What follows belongs to an exercise in optimizing a design on an open flow for small area, a short achievable clock period and few clock cycles per item; a production flow would make more cautious choices. In this exercise RTL edits were held to simulation tests only and were not proved equivalent to the original.

Design circ, start of the top module:
module circ(clk,rst,buttonRight,buttonCenter,buttonLeft,inputMultiplier,inputMultiplicand,segments,anode_active,doneFlag);
    input wire clk;
    input wire rst;
    input wire buttonRight;
    input wire buttonCenter;
    input wire buttonLeft;
    input wire [7:0] inputMultiplier;
    input wire [7:0] inputMultiplicand;
    output reg [6:0] segments;
    output wire [3:0] anode_active;
    output wire doneFlag;
    wire sa = inputMultiplier[7];
    wire sb = inputMultiplicand[7];
    wire [6:0] a = inputMultiplier[6:0] ^ {7{sa}};
    wire [6:0] b = inputMultiplicand[6:0] ^ {7{sb}};
    wire minus = (sa & ~sb & |inputMultiplicand[6:0]) | (sb & ~sa & |inputMultiplier[6:0]);
    wire [6:0] alpha = a + {6'd0, sa};
    wire [6:0] beta = b + {6'd0, sb};
    wire fa = sa & ~|inputMultiplier[6:0];
    wire fb = sb & ~|inputMultiplicand[6:0];
    wire [48:0] pp;
    genvar gi, gj;
  ...
Size in the first run: about 770 cells after synthesis, ~33 I/O pins.
export LEC_CHECK = 0
export ABC_AREA = 1
export CAP_MARGIN = 20
export CORE_MARGIN = 2
export CORE_UTILIZATION = 70
export SLEW_MARGIN = 20
create_clock -name core_clock -period 14.0 [get_ports {clk}]
standard.sh (not shown) runs the stock make flow with config.mk's settings and CLKGATE_MAP_FILE= SYNTH_SCRIPT=/design/flow/synth_recipe.tcl, a recipe that flattens the netlist after the stock synthesis.
==> flow/flow/run.sh <==
#!/bin/bash
# Standard layout with three changes: stronger port buffers, full adders left
# to ABC instead of fixed adder cells, and an ABC mapping script with a real
# delay target (the ORFS area script has none).
set -euo pipefail
cp -r "$FLOW_HOME/scripts" scripts_abc
cat > scripts_abc/abc_area.script <<'EOS'
strash
dc2
dch
map -D 3500
topo
stime -c
buffer -c
upsize -c -D 3500
dnsize -c -D 3500
EOS
export SCRIPTS_DIR="$PWD/scripts_abc"
export ADDER_MAP_FILE=
export BUFFER_PORTS_ARGS="-buffer_cell sky130_fd_sc_hd__buf_2"
bash standard.sh > standard_flow.log 2>&1
The first run ran to the end with no violations.
Testbench counts at the start, summed over its fixed seeds: cycles 8,000, items 8,000.
Then changed:
--- a/flow/flow/run.sh
+++ b/flow/flow/run.sh
@@ -3,3 +3,4 @@
 # to ABC instead of fixed adder cells, and an ABC mapping script with a real
-# delay target (the ORFS area script has none).
+# delay target (the ORFS area script has none); the post-CTS timing repair
+# aims for extra setup slack.
 set -euo pipefail
@@ -10,3 +11,7 @@
 dch
-map -D 3500
+map -D 4000
+strash
+dc2
+dch
+map -D 4000
 topo
@@ -14,4 +19,4 @@
 buffer -c
-upsize -c -D 3500
-dnsize -c -D 3500
+upsize -c -D 4000
+dnsize -c -D 4000
 EOS
@@ -20,2 +25,4 @@
 export BUFFER_PORTS_ARGS="-buffer_cell sky130_fd_sc_hd__buf_2"
+# timing repair after clock-tree synthesis aims for 6.6 ns of extra setup slack
+SETUP_SLACK_MARGIN=6.6 bash standard.sh cts > standard_flow_to_cts.log 2>&1
 bash standard.sh > standard_flow.log 2>&1
=> The new run finished with timing, DRC and antenna clean; die area drops by a few percent; routed wire length went down slightly; cell count stays flat; register-to-register slack improves by 140 ps; clock skew hardly moves; setup slack improves by 180 ps; synthesized area fell by a few percent.
Then changed:
--- a/flow/flow/run.sh
+++ b/flow/flow/run.sh
@@ -8,6 +8,2 @@
 cat > scripts_abc/abc_area.script <<'EOS'
-strash
-dc2
-dch
-map -D 4000
 strash
@@ -25,4 +21,4 @@
 export BUFFER_PORTS_ARGS="-buffer_cell sky130_fd_sc_hd__buf_2"
-# timing repair after clock-tree synthesis aims for 6.6 ns of extra setup slack
-SETUP_SLACK_MARGIN=6.6 bash standard.sh cts > standard_flow_to_cts.log 2>&1
+# timing repair after clock-tree synthesis aims for 7.2 ns of extra setup slack
+SETUP_SLACK_MARGIN=7.2 bash standard.sh cts > standard_flow_to_cts.log 2>&1
 bash standard.sh > standard_flow.log 2>&1
The changed run ended with an error in clock tree synthesis (4_1_cts) with DPL-0038.
Synthesized cell count fell by 0.39%.
Area after synthesis shrinks by 0.62%.

## what the ideal ports hide
Ports are ideal in the flow. The routed layouts listed here were re-timed in OpenROAD.
Step 1 sets driving cells, clkbuf_16 on the clock port and buf_2 on the other inputs (assumed; they add their load-dependent delay and slew).
Step 2, shift: input delay + t, output delay - t, t = (earliest + latest rising clock arrival at the registers) / 2. This alone moves slack from input paths to output paths.
Three values: ideal, step 1, step 2; two values: the first two.
run | t (ns) | setup slack, ns | hold slack, ns | cell pins on the clock port's net
the first run | 0.287 | 6.141 / 6.114 / 6.402 | 0.466 / 0.466 / 0.466 | 1
the second run | 0.299 | 6.320 / 6.293 / 6.530 | 0.477 / 0.477 / 0.477 | 1
After both steps every run listed still meets setup and hold.
